Background: an optimization exercise with open tools, aiming at small area. Do not read the settings as production practice.
Only simulation tests tie the RTL to the original design; equivalence was not proved.
No activity file was given, so power comes from the tool's default toggle rates.

==> design/flow/design.v <==
module ddk_core(
        input   wire  SysClk,
        input   wire  SysRst,
        output  reg   RX1,
        input   wire  DataClk,
        input   wire  DataWe,
        input   wire  [15:0]  DATA,
        input   wire  [5:0]    CH3_IN,
        output  wire  [5:0]    CH3_OUT,
        output  wire  [5:0]    CH3_OE,
        input   wire  [5:0]    CH4_IN,
        output  wire  [5:0]    CH4_OUT,
        output  wire  [5:0]    CH4_OE,
        input   wire  [5:0]    CH5_IN,
        output  wire  [5:0]    CH5_OUT,
        output  wire  [5:0]    CH5_OE,
        input   wire  [5:0]    CH6_IN,
        output  wire  [5:0]    CH6_OUT,
        output  wire  [5:0]    CH6_OE,
        input   wire  [5:0]    CH7_IN,
        output  wire  [5:0]    CH7_OUT,
        output  wire  [5:0]    CH7_OE,
        input   wire  [5:0]    CH8_IN);
function [31:0] inc32;
  input [31:0] v;
  integer i;
  reg c;
  begin
    c = 1'b1;
    for (i = 0; i < 32; i = i + 1) begin
      inc32[i] = v[i] ^ c;
      c = c & v[i];
    end
  end
endfunction
reg dirty, clean, stb;
always @(posedge SysClk) begin
  dirty <= DataClk;
  clean <= dirty;
  stb   <= clean ^ dirty;
end
wire [7:0] adr  = DATA[15:8];
wire [7:0] wdat = DATA[7:0];
wire [3:0] hi   = adr[7:4];
wire [3:0] lo   = adr[3:0];
wire       wr   = stb & DataWe;
reg rd1, valid;
always @(posedge SysClk) begin
  if (SysRst) begin
    rd1   <= 1'b0;
    valid <= 1'b0;
  end else begin
    rd1   <= stb & ~DataWe;
    valid <= rd1;
  end
end
reg       cg_en;
reg       div_clk;
reg [7:0] div;
reg [7:0] periods;
wire      clka = div_clk & cg_en;
always @(posedge SysClk) begin
  if (SysRst) begin
    div     <= 8'd0;
    cg_en   <= 1'b0;
    div_clk <= 1'b0;
    periods <= 8'd0;
  end else begin
    periods <= inc32({24'd0, periods});
    if (periods == div) begin
      periods <= 8'd0;
      div_clk <= ~div_clk;
    end
    if (wr && hi == 4'h8 && lo == 4'h0)
      cg_en <= wdat[0];
    if (wr && hi == 4'h8 && lo == 4'h1) begin
      div     <= wdat;
      periods <= 8'd0;
    end
  end
end
reg  [29:0]  ch_data;
reg  [29:0]  ch_oe;
reg  [149:0] conf;
wire [29:0]  ch_in  = {CH7_IN, CH6_IN, CH5_IN, CH4_IN, CH3_IN};
wire [29:0]  ch_out;
wire [5:0] wd = wdat[5:0] & {6{~SysRst}};
genvar p, q;
generate
  for (p = 0; p < 5; p = p + 1) begin : g_port
    wire       sel = wr && hi == (p + 2);
    wire [7:0] ld;
    for (q = 0; q < 8; q = q + 1) begin : g_ld
      assign ld[q] = (sel && lo == q) || SysRst;
    end
    always @(posedge SysClk) begin
      ch_data[p*6 +: 6] <= ({6{ld[0]}} & wd) | ({6{~ld[0]}} & ch_data[p*6 +: 6]);
      ch_oe[p*6 +: 6]   <= ({6{ld[1]}} & wd) | ({6{~ld[1]}} & ch_oe[p*6 +: 6]);
    end
    for (q = 0; q < 6; q = q + 1) begin : g_pin
      wire [4:0] c = conf[p*30 + q*5 +: 5];
      always @(posedge SysClk)
        conf[p*30 + q*5 +: 5] <= ({5{ld[q+2]}} & wd[4:0]) | ({5{~ld[q+2]}} & c);
      assign ch_out[p*6 + q] = (c[4:1] != 4'd0) ? 1'b0 :
                               c[0] ? clka : ch_data[p*6 + q];
    end
  end
endgenerate
assign {CH7_OUT, CH6_OUT, CH5_OUT, CH4_OUT, CH3_OUT} = ch_out;
assign {CH7_OE,  CH6_OE,  CH5_OE,  CH4_OE,  CH3_OE}  = ch_oe;
reg  [1:3] rs_start, rs_stop;
reg        start, stop;
reg        force_rst;
reg        cnt_state;
reg [31:0] count;
wire       cnt_rst = SysRst | force_rst;
always @(posedge SysClk) begin
  start    <= rs_start[3] & ~rs_start[2];
  stop     <= rs_stop[3]  & ~rs_stop[2];
  rs_start <= {CH8_IN[0], rs_start[1:2]};
  rs_stop  <= {CH8_IN[1], rs_stop[1:2]};
end
always @(posedge SysClk) begin
  if (SysRst)
    force_rst <= 1'b0;
  else if (wr && hi == 4'h7 && lo == 4'h0)
    force_rst <= wdat[0];
end
always @(posedge SysClk) begin
  if (cnt_rst) begin
    cnt_state <= 1'b0;
    count     <= 32'd0;
  end else if (!cnt_state) begin
    if (start) begin
      count     <= 32'd0;
      cnt_state <= 1'b1;
    end
  end else begin
    count <= inc32(count);
    if (stop)
      cnt_state <= 1'b0;
  end
end
reg [7:0] rdat;
integer k;
always @(*) begin
  rdat = 8'd0;
  for (k = 0; k < 5; k = k + 1) begin
    if (hi == k + 2 && !lo[3]) begin
      case (lo[2:0])
        3'd0: rdat[5:0] = ch_in[k*6 +: 6];
        3'd1: rdat[5:0] = ch_oe[k*6 +: 6];
        3'd2: rdat[4:0] = conf[k*30 +  0 +: 5];
        3'd3: rdat[4:0] = conf[k*30 +  5 +: 5];
        3'd4: rdat[4:0] = conf[k*30 + 10 +: 5];
        3'd5: rdat[4:0] = conf[k*30 + 15 +: 5];
        3'd6: rdat[4:0] = conf[k*30 + 20 +: 5];
        default: rdat[4:0] = conf[k*30 + 25 +: 5];
      endcase
    end
  end
  if (hi == 4'h7) begin
    case (lo)
      4'h0: rdat[0] = cnt_rst;
      4'h1: rdat = count[7:0];
      4'h2: rdat = count[15:8];
      4'h3: rdat = count[23:16];
      4'h4: rdat = count[31:24];
      default: rdat = 8'd0;
    endcase
  end
  if (hi == 4'h8) begin
    if (lo == 4'h0) rdat[0] = cg_en;
    if (lo == 4'h1) rdat = div;
  end
end
function [11:0] enc;
  input [7:0] a;
  input [7:0] d;
  reg [3:0] h, l;
  begin
    h = a[7:4];
    l = a[3:0];
    if (h >= 4'h2 && h <= 4'h6 && !l[3]) begin
      if (l[2:1] == 2'b00)
        enc = {2'b10, h[2:0], l[0], d[5:0]};
      else if (h == 4'h6)
        enc = {2'b11, l[2:1], 2'b00, l[0], d[4:0]};
      else
        enc = {2'b11, h[2], h[0], l[2:0], d[4:0]};
    end else if (h == 4'h7 && l <= 4'h4)
      enc = {1'b0, l[2:0], d};
    else if (h == 4'h8 && l[3:1] == 3'b000)
      enc = {1'b0, 2'b11, l[0], d};
    else
      enc = {1'b0, 3'b101, a};
  end
endfunction
function [16:0] dec;    
  input [11:0] e;
  reg [4:0] c;
  begin
    c = e[9:5];
    if (e[11:10] == 2'b11) begin
      if (c[2:1] == 2'b00)
        dec = {1'b1, 4'h6, 1'b0, c[4:3], c[0], 3'b000, e[4:0]};
      else
        dec = {1'b1, 1'b0, c[4], ~c[4], c[3], 1'b0, c[2:0], 3'b000, e[4:0]};
    end else if (e[11:10] == 2'b10)
      dec = {1'b1, 1'b0, e[9:7], 3'b000, e[6], 2'b00, e[5:0]};
    else if (e[10:8] == 3'b101)
      dec = {1'b0, e[7:0], 8'd0};
    else if (e[10:9] == 2'b11)
      dec = {1'b1, 4'h8, 3'b000, e[8], e[7:0]};
    else
      dec = {1'b1, 4'h7, 1'b0, e[10:8], e[7:0]};
  end
endfunction
reg [5:0]  wptr, rptr;
reg [1:0]  rf_state;
reg [4:0]  rot;
reg        pw;       
reg        acc;      
reg        prot;     
reg        cur_w;    
wire empty = (wptr == rptr);
wire full  = (wptr[4:0] == rptr[4:0]) && (wptr[5] != rptr[5]);
wire fifo_re = (rf_state == 2'd0) && !empty;
wire fifo_we = valid && !full;
wire [4:0] ws = acc ? wptr[4:0] - 1'b1 : wptr[4:0];   
wire [4:0] cs = rptr[4:0] - 1'b1;                      
wire [4:0] wpos = ws + rot + 1'b1;                     
wire       at_ins = (wpos == 5'd0) || (wpos == 5'd6) || (wpos == 5'd12) ||
                    (wpos == 5'd18) || (wpos == 5'd24) || (wpos == 5'd30);
wire ins    = pw && at_ins && (acc || !full) && !(prot && !cur_w && ws == cs);
wire bypass = pw && acc && (ws == rptr[4:0]);          
wire tap_ok = prot && !cur_w && (cs == ~rot);           
reg [11:0] rd_e;
always @(posedge SysClk)
  if (stb && (!pw || ins))
    rd_e <= enc(adr, rdat);
reg [383:0] ring;
genvar b;
generate
  for (b = 0; b < 32; b = b + 1) begin : g_ring
    if (b % 6 == 0) begin : g_ins
      always @(posedge SysClk)
        ring[b*12 +: 12] <= (ins && wpos == b) ? rd_e
                                               : ring[((b + 31) % 32)*12 +: 12];
    end else begin : g_sh
      always @(posedge SysClk)
        ring[b*12 +: 12] <= ring[(b - 1)*12 +: 12];
    end
  end
endgenerate
always @(posedge SysClk)
  if (SysRst)
    rot <= 5'd0;
  else
    rot <= rot + 1'b1;
wire dat_ld;    
always @(posedge SysClk) begin
  if (SysRst) begin
    wptr  <= 6'd0;
    rptr  <= 6'd0;
    pw    <= 1'b0;
    acc   <= 1'b0;
    prot  <= 1'b0;
    cur_w <= 1'b0;
  end else begin
    if (ins) begin
      pw  <= 1'b0;
      acc <= 1'b0;
    end
    if (stb && !DataWe && (!pw || ins)) begin
      pw  <= 1'b1;
      acc <= 1'b0;
    end
    if (valid) begin
      if (fifo_we) begin
        wptr <= wptr + 1'b1;
        if (!ins)
          acc <= 1'b1;
      end else if (!acc) begin
        pw <= 1'b0;           
      end
    end
    if (dat_ld)
      prot <= 1'b0;
    if (fifo_re) begin
      rptr  <= rptr + 1'b1;
      prot  <= 1'b1;
      cur_w <= bypass && !ins;
    end else if (ins) begin
      cur_w <= 1'b0;
    end
  end
end
wire [16:0] td = dec(ring[31*12 +: 12]);
reg  tx_en;
wire tx_rdy;
always @(posedge SysClk) begin
  if (SysRst) begin
    rf_state <= 2'd0;
    tx_en    <= 1'b0;
  end else begin
    tx_en <= 1'b0;
    case (rf_state)
      2'd0: if (fifo_re) rf_state <= 2'd1;
      default:
        if (!tx_en && tx_rdy) begin
          tx_en    <= 1'b1;
          rf_state <= rf_state + 1'b1;
        end
    endcase
  end
end
reg [7:0] tx_sh;
reg [1:0] u_state;
reg [2:0] bit_cnt;
reg [8:0] etu_cnt;
wire      etu_full = (etu_cnt == 9'd434);
assign    tx_rdy = (u_state == 2'd0);
wire start_bit = (u_state == 2'd1) && (bit_cnt == 3'd0) && !etu_full;
wire ack_ld    = tap_ok && start_bit && (rf_state == 2'd2);
wire adr_ld    = tap_ok && start_bit && (rf_state == 2'd3);
assign dat_ld  = tap_ok && u_state[1] && (rf_state == 2'd3);
always @(posedge SysClk)
  if (ack_ld)
    tx_sh <= {7'd0, td[16]};
  else if (adr_ld)
    tx_sh <= td[15:8];
  else if (dat_ld)
    tx_sh <= td[7:0];
  else if (u_state == 2'd1 && etu_full)
    tx_sh <= {tx_sh[0], tx_sh[7:1]};
always @(posedge SysClk) begin
  if (SysRst) begin
    u_state <= 2'd0;
    RX1     <= 1'b1;
  end else begin
    etu_cnt <= etu_cnt + 1'b1;
    case (u_state)
      2'd0:
        if (tx_en) begin
          RX1     <= 1'b0;
          u_state <= 2'd1;
          etu_cnt <= 9'd0;
          bit_cnt <= 3'd0;
        end
      2'd1:
        if (etu_full) begin
          etu_cnt <= 9'd0;
          bit_cnt <= bit_cnt + 1'b1;
          RX1     <= tx_sh[0];
          if (bit_cnt == 3'd7)
            u_state <= 2'd2;
        end
      2'd2:
        if (etu_full) begin
          etu_cnt <= 9'd0;
          RX1     <= 1'b1;
          u_state <= 2'd3;
        end
      default:
        if (etu_full) begin
          etu_cnt <= 9'd0;
          u_state <= 2'd0;
        end
    endcase
  end
end
endmodule
==> design/flow/flow/run.sh <==
#!/bin/bash
# Standard ORFS layout, with the combinational logic of the standard synthesis re-mapped
# by ABC for area (registers untouched; the smallest of a few ABC scripts is kept) and the
# smallest buffer on the ports.
set -euo pipefail
W=$(pwd)
R=$W/orfs/results/$FLOW_PLATFORM/ddk_core/base
export LIB=$FLOW_HOME/platforms/$FLOW_PLATFORM/lib/sky130_fd_sc_hd__tt_025C_1v80.lib

# 1. standard synthesis
bash standard.sh synth > $W/1_synth_standard.log 2>&1
cp $R/1_2_yosys.v $W/1_2_yosys_standard.v

# 2. area re-mapping of the combinational logic
python3 flow/comb_lib.py $LIB $W/comb.lib > $W/comb_lib.log 2>&1
DU=""
for c in $(sed -n '/DONT_USE_CELLS/,/^$/p' $FLOW_HOME/platforms/$FLOW_PLATFORM/config.mk | grep -o 'sky130_fd_sc_hd__[a-z0-9_]*'); do DU="$DU -dont_use $c"; done
export DONT_USE_ARGS="$DU" COMB_LIB=$W/comb.lib NETLIST_IN=$W/1_2_yosys_standard.v
P="strash;dch;map -a;strash;dch;map -a;strash;&get -n"
SCRIPTS=()
for s in 0 42 7 13 21 77 3 99 5 11 17 29; do
  SCRIPTS+=("$P;&deepsyn -S $s -T 60;&put;dch;map -a")
done
SCRIPTS+=("strash;dch;map -a;strash;dch;map -a")
# run the candidates 4 at a time
for i in "${!SCRIPTS[@]}"; do
  (
    export ABC_SCRIPT="${SCRIPTS[$i]}" NETLIST_OUT=$W/remap_$i.v STAT_OUT=$W/remap_stat_$i.txt
    yosys -c flow/remap.tcl > $W/remap_$i.log 2>&1 || true
  ) &
  if (( i % 4 == 3 )); then wait; fi
done
wait
best=""; best_area=""
for i in "${!SCRIPTS[@]}"; do
  if [[ -s $W/remap_$i.v && -s $W/remap_stat_$i.txt ]]; then
    a=$(grep -i "chip area" $W/remap_stat_$i.txt | grep -o '[0-9.]*$')
    echo "script $i (${SCRIPTS[$i]}): $a" >> $W/remap_choice.log
    if [[ -z "$best" ]] || python3 -c "import sys; sys.exit(0 if $a < $best_area else 1)"; then
      best=$i; best_area=$a
    fi
  fi
done
echo "chosen: $best ($best_area)" >> $W/remap_choice.log
cp $W/remap_$best.v $R/1_2_yosys.v
touch $R/1_2_yosys.v
rm -f $W/comb.lib

# 3. the rest of the standard flow on the re-mapped netlist
export BUFFER_PORTS_ARGS="-buffer_cell sky130_fd_sc_hd__buf_1"
bash standard.sh finish > $W/2_to_6_standard.log 2>&1
==> design/flow/flow/comb_lib.py <==
# Writes a copy of a liberty file with only its combinational cells (no ff, latch or
# statetable groups), so Yosys can read their functions while flip-flops stay black boxes.
import re, sys
lib = open(sys.argv[1]).read()
parts = re.split(r'(\n\s*cell\s*\()', lib)
keep = [parts[0]]
for i in range(1, len(parts), 2):
    c = parts[i] + parts[i + 1]
    if not re.search(r'\bff\s*\(|\blatch\s*\(|statetable', c):
        keep.append(c)
txt = ''.join(keep)
txt += '}\n' * (txt.count('{') - txt.count('}'))
open(sys.argv[2], 'w').write(txt)
==> design/flow/flow/remap.tcl <==
# Re-map the combinational logic of the standard synthesis netlist for area. Flip-flops are
# black boxes here, so every register keeps its instance name, cell type and connections.
yosys read_liberty -lib $::env(LIB)
yosys read_liberty -overwrite -ignore_miss_func $::env(COMB_LIB)
yosys read_verilog $::env(NETLIST_IN)
yosys hierarchy -top $::env(FLOW_TOP)
yosys flatten
# names made from the flattened cells' pins are internal, so nets keep their netlist names
yosys rename -hide w:*.*
yosys opt_clean
yosys abc -liberty $::env(LIB) {*}$::env(DONT_USE_ARGS) -script "+$::env(ABC_SCRIPT)"
yosys read_liberty -lib -overwrite $::env(LIB)
yosys opt_clean -purge
yosys setundef -zero
yosys splitnets
yosys opt_clean -purge
yosys hilomap -singleton -hicell sky130_fd_sc_hd__conb_1 HI -locell sky130_fd_sc_hd__conb_1 LO
yosys insbuf -buf sky130_fd_sc_hd__buf_4 A X
yosys check -assert -mapped
yosys tee -o $::env(STAT_OUT) stat -liberty $::env(LIB)
yosys write_verilog -noattr -nohex -nodec $::env(NETLIST_OUT)
==> design/flow/standard.sh <==
#!/bin/bash
# synth_recipe.tcl (not shown) runs the flow's synth.tcl, then flattens the netlist and writes it again
# the make line also repeats each setting of config.mk as NAME=value (left out here)
make -C /OpenROAD-flow-scripts/flow DESIGN_CONFIG=/design/flow/config.mk WORK_HOME=/design/flow/orfs CLKGATE_MAP_FILE= SYNTH_SCRIPT=/design/flow/synth_recipe.tcl "${@:-finish}"
==> design/flow/config.mk <==
export PLATFORM = sky130hd
export DESIGN_NAME = ddk_core
export DESIGN_NICKNAME = ddk_core
export VERILOG_FILES = /design/flow/design.v
export SDC_FILE = /design/flow/constraint.sdc
export NUM_CORES = 4
export LEC_CHECK = 0
export CAP_MARGIN = 20
export CORE_MARGIN = 2
export CORE_UTILIZATION = 45
export CTS_BUF_LIST = sky130_fd_sc_hd__clkbuf_16
export CTS_CLUSTER_DIAMETER = 100
export CTS_CLUSTER_SIZE = 28
export PLACE_DENSITY = 0.65
export SLEW_MARGIN = 20
==> design/flow/constraint.sdc <==
create_clock -name core_clock -period 6.0 [get_ports {SysClk}]
set_input_delay 1.2000 -clock core_clock [delete_from_list [all_inputs] [get_ports {SysClk}]]
set_output_delay 1.2000 -clock core_clock [all_outputs]
set_load 0.01 [all_outputs]
==> results of run 1 <==
==> worst register-to-register path: cells and delay by family (launching register included) <==
kind	cells	cell delay (ns)
AND/OR/NAND/NOR	30	3.24
buffers and inverters	10	0.72
AO/OA/AOI/OAI	2	0.25
flip-flops	1	0.43
==> area by class of cell <==
class	count	area share
sequential	718	0.670
multi-input combinational	1010	0.206
tap	664	0.0333
clock buffer	30	0.0301
timing repair buffer	154	0.0295
inverter	169	0.0254
clock inverter	16	0.00576
antenna	1	0.000100
==> metrics by stage <==
| stage | util | std cells | setup WS (ns) | total power, mW | cell area (µm²) |
|---|---|---|---|---|---|
| after floorplan | - | 1897 | 2.19 | 5.89 | 22500 |
| after global routing | 0.508 | 2761 | 0.535 | 8.80 | 25000 |
| final | 0.508 | 2762 | 1.30 | 8.49 | 25000 |
| after global placement | 0.489 | 2715 | 1.04 | 6.15 | 24100 |
| after detailed placement | 0.489 | 2715 | 0.918 | 6.17 | 24100 |
| after CTS | 0.508 | 2761 | 1.37 | 8.54 | 25000 |
==> layer usage <==
| metal | vias to the layer above | part of all wire | global-route usage |
|---|---|---|---|
| met2 | 745 | 0.45 | 0.359 |
| met5 | - | 0.00071 | 0 |
| met4 | 6 | 0.036 | 0.0702 |
| li1 | 7068 | - | - |
| met1 | 7248 | 0.42 | 0.303 |
| met3 | 157 | 0.090 | 0.0452 |
==> worst paths after layout <==
kind	endpoint
worst max-delay path	flip-flop
worst min-delay path	ring[337]$_DFF_P_
worst max register to register	count[31]$_SDFFE_PP0P_
worst min register to register	ring[337]$_DFF_P_
==> placed cells by master, fill, tap and decap left out, types with 17 or more instances in the layout <==
cell	instances
dfxtp_1	483
edfxtp_1	235
nor2_1	232
o21ai_0	198
clkinv_1	168
nand2_1	150
a21oi_1	116
buf_1	112
a22oi_1	51
buf_4	42
o22ai_1	39
nor4_1	38
nor3_1	36
nand3_1	34
clkbuf_16	30
a31oi_1	17
==> power breakdown <==
part | switching (mW) | internal (mW)
logic | 0.367 | 0.156
registers | 0.165 | 5.38
clock network | 1.44 | 0.975
total | 1.98 | 6.51
==> impl_metrics.ini, run 1 <==
[finish]
areaGrowthSynthToFinish_pct = 11.1
storage_cell_area_um2 = 16700
final_layout_size_suffix_gt1_frac = 0.0458
fillerInstances = 4334
final_nets = 2139
multi_input_comb_area_um2 = 5140

[route]
drt_iter0_drc = 1665
via_count = 15200
drt-total-wl_um = 57600
final_antenna_net_count = 0
drc_errors = 0
router_iterations_before_antenna_repair = 6
drt-wirelength-per-cell_um = 20.9
vias_per_cell = 5.51

[job]
maxCapViolations = 0

[status]
run_status = complete, no violations

[worst_hold_path]
hold_startpoint = ring[325]$_DFF_P_
hold_class = reg2reg
min_path_cells = 0

[sta]
unrepaired_setup_endpoints_after_global_routing = no
worst_slew_pin_slew_ns = 1.08
layout_min_cycle_time_ns = 4.70
max_slew_margin = 0.280
final-hold-violation-count = 0
setup_tns_ns = 0
holdWs_ns = 0.323
worst_clock_skew_ns = 0.0255
final_max_slew_viol_count = 0
fmax_mhz = 213
timing.final.crit_share = 0.783
finalSetupViolCount = 0

[critical_path]
worst_path_largest_cell_delay_ns = 0.87
critPathMostFrequentCell = clkinv_1
path_buf_inv = 4
setup.worst_path.start = DATA[9]
critical-path-top-delay-family = buffers and inverters
regToRegStartpoint = count[0]$_SDFFE_PP0P_
timing.critical_path.required_ns = 6.28
worst_r2r_path_depth = 42
timing.critical_path.cells = buf_1 > clkinv_1 > nor2_1 > clkinv_1 > nor2_1 > clkinv_1 > o21ai_0
critical_path.endpoint_type = flip-flop
worst-endpoint-arrival_ns = 4.97
critical_path.max_fanout = 9
cp_slowest_cell = nor2_1
crit_type = in2reg
start_kind = input port
cp_num_cells = 7
ff2ff_setup_slack_ns = 1.33

[yosys]
synth_cells = 1897
net_count_synth = 1953
post_synth_instance_area_um2 = 22500
post_synth.cell_area_avg_um2 = 11.8
synthesis.yosys.warnings = 1

[floorplanning]
dieHeight_um = 227
horizontal_die_dimension_um = 227
core.rowCount = 81
pin_count = 117
starting_density_of_the_core = 0.457
dieArea_um2 = 51700
fp.coreArea_um2 = 49200

[clock_network]
cts_buffers = 30
worstSkewPairLatency_ns = 0.64
clockBufferDepth = 3
numClockSinks = 718
clkTransAtPathRegs_ns = 0.11
postCtsSetupBuffers = 0
cts-resized-gates = 0
cts-hold-fix-buffers = 0
cts_tree = yes
cts-htree-levels = 1
cts_root_buf = clkbuf_16

[global_route]
grt_pass1_vias = 14800
largest_net_degree_at_the_start_of_global_routing = 44
wire_length_of_the_first_global_routing_pass_um = 87300
number_of_antenna_violations_at_the_first_check_in_global_routing = 4
combined_global_route_utilization_of_all_metal_layers = 0.223
grt_remaining_overflow = 0

[pwr]
worst_ir_drop_vdd_uv = 220
pwr_cell_area_nw_per_um2 = 340
static-leakage-power_nw = 8.65

[placement]
buffer_ports.inserted = 112
gp_routability_congestion = 0.938
detailed_place_hpwl_um = 39100
==> run 2, diff against run 1 <==
--- a/design/flow/flow/run.sh
+++ b/design/flow/flow/run.sh
@@ -20,3 +20,3 @@
 SCRIPTS=()
-for s in 0 42 7 13 21 77 3 99 5 11 17 29; do
+for s in 0 42 7 13 21 77 3 99 5 11 17 29 31 55 63 88 2 9 37 71; do
   SCRIPTS+=("$P;&deepsyn -S $s -T 60;&put;dch;map -a")
==> run 2 against run 1 <==
Net effect: still clean; routed wire length is the same; utilization stayed put; critical path depth stayed put; area after synthesis is the same; global-route usage is the same.
==> impl_metrics.ini, run 2 <==
[global_route]
grt_remaining_overflow = 0
wire_length_of_the_first_global_routing_pass_um = 87300
grt_pass1_vias = 14800
number_of_antenna_violations_at_the_first_check_in_global_routing = 4
largest_net_degree_at_the_start_of_global_routing = 44
combined_global_route_utilization_of_all_metal_layers = 0.223

[sta]
holdWs_ns = 0.323
max_slew_margin = 0.280
unrepaired_setup_endpoints_after_global_routing = no
worst_clock_skew_ns = 0.0255
setup_tns_ns = 0
fmax_mhz = 213
final_max_slew_viol_count = 0
worst_slew_pin_slew_ns = 1.08
finalSetupViolCount = 0
layout_min_cycle_time_ns = 4.70
timing.final.crit_share = 0.783
final-hold-violation-count = 0

[yosys]
net_count_synth = 1953
post_synth.cell_area_avg_um2 = 11.8
synthesis.yosys.warnings = 1
post_synth_instance_area_um2 = 22500
synth_cells = 1897

[critical_path]
ff2ff_setup_slack_ns = 1.33
worst_path_largest_cell_delay_ns = 0.87
critPathMostFrequentCell = clkinv_1
critical_path.max_fanout = 9
critical_path.endpoint_type = flip-flop
timing.critical_path.required_ns = 6.28
path_buf_inv = 4
worst-endpoint-arrival_ns = 4.97
start_kind = input port
timing.critical_path.cells = buf_1 > clkinv_1 > nor2_1 > clkinv_1 > nor2_1 > clkinv_1 > o21ai_0
critical-path-top-delay-family = buffers and inverters
crit_type = in2reg
cp_slowest_cell = nor2_1

[clock_network]
worstSkewPairLatency_ns = 0.64
cts-htree-levels = 1
clkTransAtPathRegs_ns = 0.11
cts-resized-gates = 0
cts_tree = yes
cts_root_buf = clkbuf_16
postCtsSetupBuffers = 0
numClockSinks = 718
clockBufferDepth = 3
cts-hold-fix-buffers = 0
cts_buffers = 30

[floorplanning]
pin_count = 117
dieHeight_um = 227
dieArea_um2 = 51700
core.rowCount = 81
horizontal_die_dimension_um = 227
starting_density_of_the_core = 0.457
fp.coreArea_um2 = 49200

[worst_hold_path]
hold_class = reg2reg

[finish]
layout.cells.most_common_list = dfxtp_1, edfxtp_1, nor2_1, o21ai_0, clkinv_1
final_layout_size_suffix_gt1_frac = 0.0458
final_cells = 2762
layout_commonest_cell = dfxtp_1
fillerInstances = 4334
areaGrowthSynthToFinish_pct = 11.1
multi_input_comb_area_um2 = 5140
final_nets = 2139
storage_cell_area_um2 = 16700

[pwr]
pwr_cell_area_nw_per_um2 = 340
finalPower_mw = 8.49
static-leakage-power_nw = 8.65
worst_ir_drop_vdd_uv = 220

[placement]
detailed_place_hpwl_um = 39100
gp_routability_congestion = 0.938
buffer_ports.inserted = 112
place_inst = 2715

[route]
via_count = 15200
final_antenna_net_count = 0
drt-wirelength-per-cell_um = 20.9
drt-total-wl_um = 57600
drc_errors = 0
drt_iter0_drc = 1665
router_iterations_before_antenna_repair = 6
vias_per_cell = 5.51

[job]
maxCapViolations = 0

[status]
run_status = complete, no violations
[run 2: cell counts in the layout (fill, tap and decap cells not counted)]
No cell type changed its count.
[run 2: report_power, final]
group	total, mW	internal [mW]	switching (mW)
Sequential	5.55	5.38	0.165
Clock	2.42	0.975	1.44
Combinational	0.523	0.156	0.367
[run 2: metal layers]
| metal | track usage | vias up | routed length [µm] |
|---|---|---|---|
| met5 | 0 | - | 41 |
| met4 | 0.0702 | 6 | 2060 |
| met3 | 0.0452 | 157 | 5200 |
| met2 | 0.359 | 745 | 25900 |
| met1 | 0.303 | 7248 | 24500 |
| li1 | - | 7068 | - |
[run 2: final cells by class]
class	instances	share of cell area
antenna	1	0.000100
clock buffer	30	0.0301
clock inverter	16	0.00576
inverter	169	0.0254
multi-input combinational	1010	0.206
sequential	718	0.670
tap	664	0.0333
timing repair buffer	154	0.0295
[run 2: final timing paths]
kind | start | endpoint | cells past startpoint
setup / recovery | DATA[9] | flip-flop | 7
hold / removal | ring[325]$_DFF_P_ | ring[337]$_DFF_P_ | 0
setup reg to reg | count[0]$_SDFFE_PP0P_ | count[31]$_SDFFE_PP0P_ | 42
hold reg to reg | ring[325]$_DFF_P_ | ring[337]$_DFF_P_ | 0
[run 2: metrics by stage]
stage	setup slack, ns	cell area, µm²	utilization
2_1_floorplan	2.19	22500	-
3_5_place_dp	0.918	24100	0.489
5_1_grt	0.535	25000	0.508
6_report	1.30	25000	0.508
3_3_place_gp	1.04	24100	0.489
4_1_cts	1.37	25000	0.508
==> run 3, diff against run 2 <==
--- a/design/flow/flow/run.sh
+++ b/design/flow/flow/run.sh
@@ -20,4 +20,4 @@
 SCRIPTS=()
-for s in 0 42 7 13 21 77 3 99 5 11 17 29 31 55 63 88 2 9 37 71; do
-  SCRIPTS+=("$P;&deepsyn -S $s -T 60;&put;dch;map -a")
+for s in 0 42 7 13 21 77 3 99; do
+  SCRIPTS+=("$P;&deepsyn -S $s -T 150;&put;dch;map -a")
 done
==> run 3 against run 2 <==
Net effect: worst setup slack got worse by 0.19 ns; cell area fell by 0.17%; hold slack better by 0.00098 ns; clock skew rose by 0.0036 ns; critical path type is now reg2reg; first-iteration DRC count is 14% lower; largest power group unchanged.
==> impl_metrics.ini, run 3 <==
[clock_network]
postCtsSetupBuffers = 0
numClockSinks = 718
clockBufferDepth = 3
cts-htree-levels = 1
cts_buffers = 31
worstSkewPairLatency_ns = 0.64
cts_tree = yes
cts-hold-fix-buffers = 0
clkTransAtPathRegs_ns = 0.10
cts-resized-gates = 0
cts_root_buf = clkbuf_16

[placement]
gp_routability_congestion = 0.966
detailed_place_hpwl_um = 38100
place_inst = 2712
buffer_ports.inserted = 112

[pwr]
pwr_cell_area_nw_per_um2 = 338
switching_share = 0.238
clock_power_share = 0.290
p_int_mw = 6.42
worst_ir_drop_vdd_uv = 220
comb_power_share = 0.066
p_sw_mw = 2.00
static-leakage-power_nw = 8.60
share_seq_of_total_power = 0.644

[global_route]
wire_length_of_the_first_global_routing_pass_um = 84500
grt_remaining_overflow = 0
number_of_antenna_violations_at_the_first_check_in_global_routing = 0
grt_pass1_vias = 14600
combined_global_route_utilization_of_all_metal_layers = 0.214
largest_net_degree_at_the_start_of_global_routing = 41

[critical_path]
start_kind = flip-flop
crit_type = reg2reg
critPathMostFrequentCell = nand2_1
critical_path.endpoint_type = flip-flop
timing.critical_path.required_ns = 6.57
worst_path_largest_cell_delay_ns = 0.41
critical_path.max_fanout = 4
cp_slowest_cell = dfxtp_1
worst-endpoint-arrival_ns = 5.46

[sta]
worst_slew_pin_slew_ns = 1.07
setup_tns_ns = 0
worst_clock_skew_ns = 0.0290
unrepaired_setup_endpoints_after_global_routing = no
fmax_mhz = 204
timing.final.crit_share = 0.815
max_slew_margin = 0.279
final-hold-violation-count = 0
finalSetupViolCount = 0
final_max_slew_viol_count = 0
layout_min_cycle_time_ns = 4.89

[floorplanning]
fp.coreArea_um2 = 49100
pin_count = 117
starting_density_of_the_core = 0.458
dieArea_um2 = 51700
core.rowCount = 81
horizontal_die_dimension_um = 227
dieHeight_um = 227

[route]
via_count = 15000
drt-wirelength-per-cell_um = 20.0
drt-total-wl_um = 55300
router_iterations_before_antenna_repair = 7
drc_errors = 0
drt_iter0_drc = 1432
vias_per_cell = 5.43
final_antenna_net_count = 0

[finish]
fillerInstances = 4364
storage_cell_area_um2 = 16700
layout.cells.most_common_list = dfxtp_1, edfxtp_1, nor2_1, clkinv_1, o21ai_0
final_cells = 2762
final_nets = 2139
multi_input_comb_area_um2 = 5110
areaGrowthSynthToFinish_pct = 11.0
diodes = 0
layout_commonest_cell = dfxtp_1
final_layout_size_suffix_gt1_frac = 0.0439

[worst_hold_path]
hold_class = reg2reg

[job]
maxCapViolations = 0

[yosys]
net_count_synth = 1957
post_synth_instance_area_um2 = 22500
synth_cells = 1901
synthesis.yosys.warnings = 1
post_synth.cell_area_avg_um2 = 11.8

[status]
run_status = complete, no violations
-- run 3: metal layers --
metal  GRT usage  vias to the layer above  wire length, µm  share of wire
li1            -                     7079                -              -
met1       0.292                     7090            23100           0.42
met2       0.346                      716            25100           0.45
met3      0.0350                      125             4770          0.086
met4      0.0786                        0             2290          0.041
met5           0                        -                0              0
-- run 3: worst paths after layout --
| path | from | end | slack, ns | cells after the start |
|---|---|---|---|---|
| worst min-delay path | ring[26]$_DFF_P_ | ring[38]$_DFF_P_ | 0.32 | 0 |
| worst min register to register | ring[26]$_DFF_P_ | ring[38]$_DFF_P_ | 0.32 | 0 |
| worst max register to register | count[0]$_SDFFE_PP0P_ | count[31]$_SDFFE_PP0P_ | 1.11 | 39 |
| worst max-delay path | count[0]$_SDFFE_PP0P_ | count[31]$_SDFFE_PP0P_ | 1.11 | 39 |
-- run 3: per-stage QoR --
| stage | setup WS, ns | power [mW] | utilization | instance area (µm²) | hold WS, ns |
|---|---|---|---|---|---|
| 2_1_floorplan | 1.92 | 5.81 | - | 22500 | 0.310 |
| 3_3_place_gp | 1.30 | 6.06 | 0.489 | 24000 | 0.311 |
| 3_5_place_dp | 1.20 | 6.08 | 0.489 | 24000 | 0.312 |
| 4_1_cts | 1.15 | 8.47 | 0.508 | 24900 | 0.326 |
| 5_1_grt | 0.246 | 8.71 | 0.508 | 24900 | 0.332 |
| 6_report | 1.11 | 8.42 | 0.508 | 24900 | 0.324 |
-- run 3: power by group through the flow --
stage          combinational, mW  clock [mW]  sequential, mW
6_report                   0.554        2.44            5.43
5_1_grt                    0.608        2.65            5.46
4_1_cts                    0.547        2.50            5.42
3_5_place_dp               0.544           0            5.53
3_3_place_gp               0.533           0            5.53
2_1_floorplan              0.328           0            5.49
-- run 3: worst max-delay path, delay by kind of cell, from the launching register on --
family                 cells  cell delay [ns]
AO/OA/AOI/OAI              2             0.23
buffers and inverters      8             0.58
flip-flops                 1             0.41
AND/OR/NAND/NOR           29             3.61
-- run 3: area by class of cell --
type / count / share of cell area
timing repair buffer: 149 / 0.0278
clock inverter: 17 / 0.00542
sequential: 718 / 0.671
multi-input combinational: 1010 / 0.205
tap: 664 / 0.0333
clock buffer: 31 / 0.0311
inverter: 173 / 0.0261
==> run 4, diff against run 3 <==
--- a/design/flow/flow/run.sh
+++ b/design/flow/flow/run.sh
@@ -21,3 +21,3 @@
 for s in 0 42 7 13 21 77 3 99; do
-  SCRIPTS+=("$P;&deepsyn -S $s -T 150;&put;dch;map -a")
+  SCRIPTS+=("$P;&deepsyn -S $s -T 60;&put;dch;map -a;strash;&get -n;&deepsyn -S $s -T 60;&put;dch;map -a")
 done
==> run 4 against run 3 <==
Net effect: sequential power is 4.8% higher; worst setup slack better by 0.28 ns; register-to-register slack better by 0.28 ns; cell count hardly changed; critical path type unchanged; largest cell class unchanged; highest routed layer is now met5.
==> impl_metrics.ini, run 4 <==
[clock_network]
numClockSinks = 718
worstSkewPairLatency_ns = 0.64
cts-hold-fix-buffers = 0
cts_buffers = 29
cts-resized-gates = 0
clockBufferDepth = 3
cts_root_buf = clkbuf_16
clkTransAtPathRegs_ns = 0.11
postCtsSetupBuffers = 0
cts_tree = yes
cts-htree-levels = 1

[sta]
worst_clock_skew_ns = 0.0336
layout_min_cycle_time_ns = 4.61
unrepaired_setup_endpoints_after_global_routing = no
holdWs_ns = 0.300
fmax_mhz = 217
max_slew_margin = 0.269
final-hold-violation-count = 0
setup_tns_ns = 0
worst_slew_pin_slew_ns = 1.09
timing.final.crit_share = 0.769
final_max_slew_viol_count = 0
finalSetupViolCount = 0

[worst_hold_path]
hold_class = reg2reg

[critical_path]
worst-endpoint-arrival_ns = 5.18
crit_type = reg2reg
timing.critical_path.required_ns = 6.57
critical_path.max_fanout = 5
critical_path.endpoint_type = flip-flop
worst_path_largest_cell_delay_ns = 0.44
critPathMostFrequentCell = nand2_1
start_kind = flip-flop
cp_slowest_cell = dfxtp_1

[global_route]
wire_length_of_the_first_global_routing_pass_um = 87900
grt_pass1_vias = 14900
number_of_antenna_violations_at_the_first_check_in_global_routing = 2
combined_global_route_utilization_of_all_metal_layers = 0.227
grt_remaining_overflow = 0
largest_net_degree_at_the_start_of_global_routing = 45

[route]
drt_iter0_drc = 1453
final_antenna_net_count = 0
drt-wirelength-per-cell_um = 21.2
drt-total-wl_um = 58500
router_iterations_before_antenna_repair = 6
via_count = 15100
vias_per_cell = 5.45
drc_errors = 0

[placement]
detailed_place_hpwl_um = 40100
gp_routability_congestion = 0.959
buffer_ports.inserted = 112

[yosys]
synth_cells = 1899
post_synth_instance_area_um2 = 22500
synthesis.yosys.warnings = 1
net_count_synth = 1955
post_synth.cell_area_avg_um2 = 11.8

[pwr]
pwr_cell_area_nw_per_um2 = 345
finalPower_mw = 8.58
static-leakage-power_nw = 8.64
worst_ir_drop_vdd_uv = 255

[job]
maxCapViolations = 0

[finish]
layout_commonest_cell = dfxtp_1
areaGrowthSynthToFinish_pct = 10.7
layout.cells.most_common_list = dfxtp_1, edfxtp_1, nor2_1, o21ai_0, clkinv_1
final_nets = 2139
final_layout_size_suffix_gt1_frac = 0.0434

[floorplanning]
dieArea_um2 = 51800
pin_count = 117
horizontal_die_dimension_um = 228
core.rowCount = 81
dieHeight_um = 228
fp.coreArea_um2 = 49200
starting_density_of_the_core = 0.457

[status]
run_status = complete, no violations
[run 4: per-stage QoR]
stage / setup slack (ns) / instances / area [µm²] / util
final: 1.39 / 2761 / 24900 / 0.506
after global routing: 0.600 / 2760 / 24900 / 0.506
after CTS: 1.41 / 2760 / 24900 / 0.506
after detailed placement: 1.36 / 2716 / 24100 / 0.490
after global placement: 1.48 / 2716 / 24100 / 0.490
after floorplan: 1.81 / 1899 / 22500 / -
[run 4: per-layer routing]
| metal | global-route usage | up-vias | part of all wire |
|---|---|---|---|
| met2 | 0.382 | 643 | 0.47 |
| met3 | 0.0426 | 144 | 0.079 |
| met5 | 0 | - | 0.00021 |
| met1 | 0.295 | 7186 | 0.42 |
| met4 | 0.0772 | 2 | 0.038 |
| li1 | - | 7078 | - |
[run 4: area by class of cell]
| type | instances | area (µm²) |
|---|---|---|
| fill | 4372 | 24300 |
| sequential | 718 | 16700 |
| clock buffer | 30 | 751 |
| tap | 664 | 831 |
| antenna | 1 | 2.50 |
| timing repair buffer | 153 | 728 |
| clock inverter | 14 | 73.8 |
| inverter | 170 | 638 |
| multi-input combinational | 1011 | 5140 |
[run 4: path summary, 6_finish.rpt]
kind	startpoint	to	slack [ns]	cells after the start
setup / recovery	count[0]$_SDFFE_PP0P_	count[31]$_SDFFE_PP0P_	1.39	44
hold / removal	ring[146]$_DFF_P_	ring[158]$_DFF_P_	0.30	0
setup reg to reg	count[0]$_SDFFE_PP0P_	count[31]$_SDFFE_PP0P_	1.39	44
hold reg to reg	ring[146]$_DFF_P_	ring[158]$_DFF_P_	0.30	0
[run 4: where the power goes]
| part | switching, mW | internal, mW |
|---|---|---|
| clock | 1.41 | 0.916 |
| sequential | 0.192 | 5.50 |
| combinational | 0.396 | 0.173 |
| total | 1.99 | 6.59 |
[run 4: worst max-delay path: cells and delay by family (launching register included)]
family / cells / cell delay, ns
and+or+nand+nor: 30 / 3.00
buffers and inverters: 12 / 0.87
DFF: 1 / 0.44
AOI/OAI and AO/OA: 2 / 0.25
==> run 5, diff against run 4 <==
--- a/design/flow/flow/run.sh
+++ b/design/flow/flow/run.sh
@@ -2,3 +2,3 @@
 # Standard ORFS layout, with the combinational logic of the standard synthesis re-mapped
-# by ABC for area (registers untouched; the smallest of a few ABC scripts is kept) and the
+# by ABC for area (registers untouched; the smallest of a few seeded ABC runs is kept) and the
 # smallest buffer on the ports.
==> run 5 against run 4 <==
Net effect: maximum frequency is the same; sequential share of layout area is the same; clock power is essentially flat; critical path depth is the same; cell area is the same; combinational power is essentially flat; area after synthesis is the same.
==> impl_metrics.ini, run 5 <==
[floorplanning]
dieHeight_um = 228
pin_count = 117
core.rowCount = 81
starting_density_of_the_core = 0.457
fp.coreArea_um2 = 49200
horizontal_die_dimension_um = 228
dieArea_um2 = 51800

[route]
via_count = 15100
drc_errors = 0
vias_per_cell = 5.45
final_antenna_net_count = 0
drt-total-wl_um = 58500
router_iterations_before_antenna_repair = 6
drt_iter0_drc = 1453
drt-wirelength-per-cell_um = 21.2

[critical_path]
critical_path.max_fanout = 5
ff2ff_setup_slack_ns = 1.39
worst_path_largest_cell_delay_ns = 0.44
crit_type = reg2reg
r2r_end = count[31]$_SDFFE_PP0P_
timing.critical_path.required_ns = 6.57
path_buf_inv = 12
critical-path-top-delay-family = simple AND/OR/NAND/NOR gates
cp_num_cells = 44
cp_slowest_cell = dfxtp_1
start_kind = flip-flop
critical_path.endpoint_type = flip-flop
setup.worst_path.start = count[0]$_SDFFE_PP0P_
setup.worst_path.end = count[31]$_SDFFE_PP0P_
regToRegStartpoint = count[0]$_SDFFE_PP0P_
critPathMostFrequentCell = nand2_1
worst_r2r_path_depth = 44
worst-endpoint-arrival_ns = 5.18

[global_route]
wire_length_of_the_first_global_routing_pass_um = 87900
grt_remaining_overflow = 0
largest_net_degree_at_the_start_of_global_routing = 45
combined_global_route_utilization_of_all_metal_layers = 0.227
number_of_antenna_violations_at_the_first_check_in_global_routing = 2
grt_pass1_vias = 14900

[sta]
finalSetupViolCount = 0
layout_min_cycle_time_ns = 4.61
worst_clock_skew_ns = 0.0336
max_slew_margin = 0.269
final_max_slew_viol_count = 0
timing.final.crit_share = 0.769
worst_slew_pin_slew_ns = 1.09
holdWs_ns = 0.300
final-hold-violation-count = 0
fmax_mhz = 217
unrepaired_setup_endpoints_after_global_routing = no
setup_tns_ns = 0

[clock_network]
cts-htree-levels = 1
cts_tree = yes
postCtsSetupBuffers = 0
cts_buffers = 29
cts-hold-fix-buffers = 0
worstSkewPairLatency_ns = 0.64
numClockSinks = 718
cts-resized-gates = 0
cts_root_buf = clkbuf_16
clockBufferDepth = 3
clkTransAtPathRegs_ns = 0.11

[pwr]
pwr_cell_area_nw_per_um2 = 345
clock_power_share = 0.270
p_sw_mw = 1.99
p_int_mw = 6.59
static-leakage-power_nw = 8.64
worst_ir_drop_vdd_uv = 255
share_seq_of_total_power = 0.663
comb_power_share = 0.066
switching_share = 0.232

[yosys]
synthesis.yosys.warnings = 1
synth_cells = 1899
net_count_synth = 1955
post_synth.cell_area_avg_um2 = 11.8
post_synth_instance_area_um2 = 22500

[job]
maxCapViolations = 0

[finish]
areaGrowthSynthToFinish_pct = 10.7
multi_input_comb_area_um2 = 5140
layout.cells.most_common_list = dfxtp_1, edfxtp_1, nor2_1, o21ai_0, clkinv_1
final_nets = 2139
final_layout_size_suffix_gt1_frac = 0.0434
fillerInstances = 4372
storage_cell_area_um2 = 16700
layout_commonest_cell = dfxtp_1

[status]
run_status = complete, no violations

[placement]
gp_routability_congestion = 0.959
detailed_place_hpwl_um = 40100
buffer_ports.inserted = 112

[worst_hold_path]
hold_class = reg2reg
==> run 5: how the worst min path moves through the flow <==
stage | slack (ns) | to | depth (start not counted) | startpoint
after detailed placement | 0.31 | ring[143]$_DFF_P_ | 0 | ring[131]$_DFF_P_
after floorplan | 0.31 | ring[100]$_DFF_P_ | 0 | ring[88]$_DFF_P_
after CTS | 0.32 | ring[158]$_DFF_P_ | 0 | ring[146]$_DFF_P_
after global routing | 0.32 | ring[158]$_DFF_P_ | 0 | ring[146]$_DFF_P_
final | 0.30 | ring[158]$_DFF_P_ | 0 | ring[146]$_DFF_P_
after global placement | 0.31 | ring[177]$_DFF_P_ | 0 | ring[165]$_DFF_P_
==> run 5: worst reg2reg max path, delay by kind of cell (launching register included) <==
kind,cells,cell delay [ns]
and+or+nand+nor,30,3.00
buffers and inverters,12,0.87
DFF,1,0.44
AOI/OAI and AO/OA,2,0.25
==> run 5: routing by layer <==
layer  wire, µm  global-route usage  vias up
met5         12                   0        -
met4       2250              0.0772        2
met3       4640              0.0426      144
met2      27200               0.382      643
met1      24300               0.295     7186
li1           -                   -     7078
==> run 5: final cells by class <==
class                   instances  area share
flip-flops and latches        718       0.672
multi-input cells            1011       0.207
well taps                     664      0.0334
clock buffers                  30      0.0302
repair buffers                153      0.0293
inverters                     170      0.0256
clock inverters                14     0.00297
diodes                          1    0.000101
==> run 5: per-stage QoR <==
| step | util | worst slack [ns] | power [mW] | cell area, µm² | std cells |
|---|---|---|---|---|---|
| 2_1_floorplan | - | 1.81 | 6.07 | 22500 | 1899 |
| 3_3_place_gp | 0.490 | 1.48 | 6.34 | 24100 | 2716 |
| 3_5_place_dp | 0.490 | 1.36 | 6.36 | 24100 | 2716 |
| 4_1_cts | 0.506 | 1.41 | 8.64 | 24900 | 2760 |
| 5_1_grt | 0.506 | 0.600 | 8.92 | 24900 | 2760 |
| 6_report | 0.506 | 1.39 | 8.58 | 24900 | 2761 |
==> run 5: power by group through the flow <==
stage	combinational [mW]	clock, mW	sequential (mW)
after detailed placement	0.560	0	5.80
after global placement	0.551	0	5.79
final	0.568	2.32	5.69
after CTS	0.563	2.38	5.70
after floorplan	0.335	0	5.73
after global routing	0.630	2.55	5.74

static timing again, ports no longer ideal:
The flow's constraints put no driver on any port. The routed layouts listed below were extracted and timed again, unchanged, in two steps.
Step 1 assumes that a clkbuf_16 drives the clock port and a buf_2 every other input.
Step 2 times the ports against the registers' clock, not the clock port: input delays grow and output delays shrink by t, the midpoint of the rising clock arrivals with the driver on.
a / b / c = ideal ports / drivers / drivers and shift; a / b = the first two.
run	shift t [ns]	setup WS [ns]	worst hold slack (ns)	worst setup path after step 2
run 1	0.690	1.304 / 1.311 / 0.621	0.323 / 0.323 / 0.323	input to register
run 2	0.690	1.304 / 1.311 / 0.621	0.323 / 0.323 / 0.323	input to register
run 3	0.683	1.110 / 1.110 / 1.021	0.324 / 0.324 / 0.324	input to register
run 4	0.677	1.386 / 1.386 / 1.159	0.300 / 0.300 / 0.300	input to register
run 5	0.677	1.386 / 1.386 / 1.159	0.300 / 0.300 / 0.300	input to register
After both steps setup and hold are still met in every run listed.
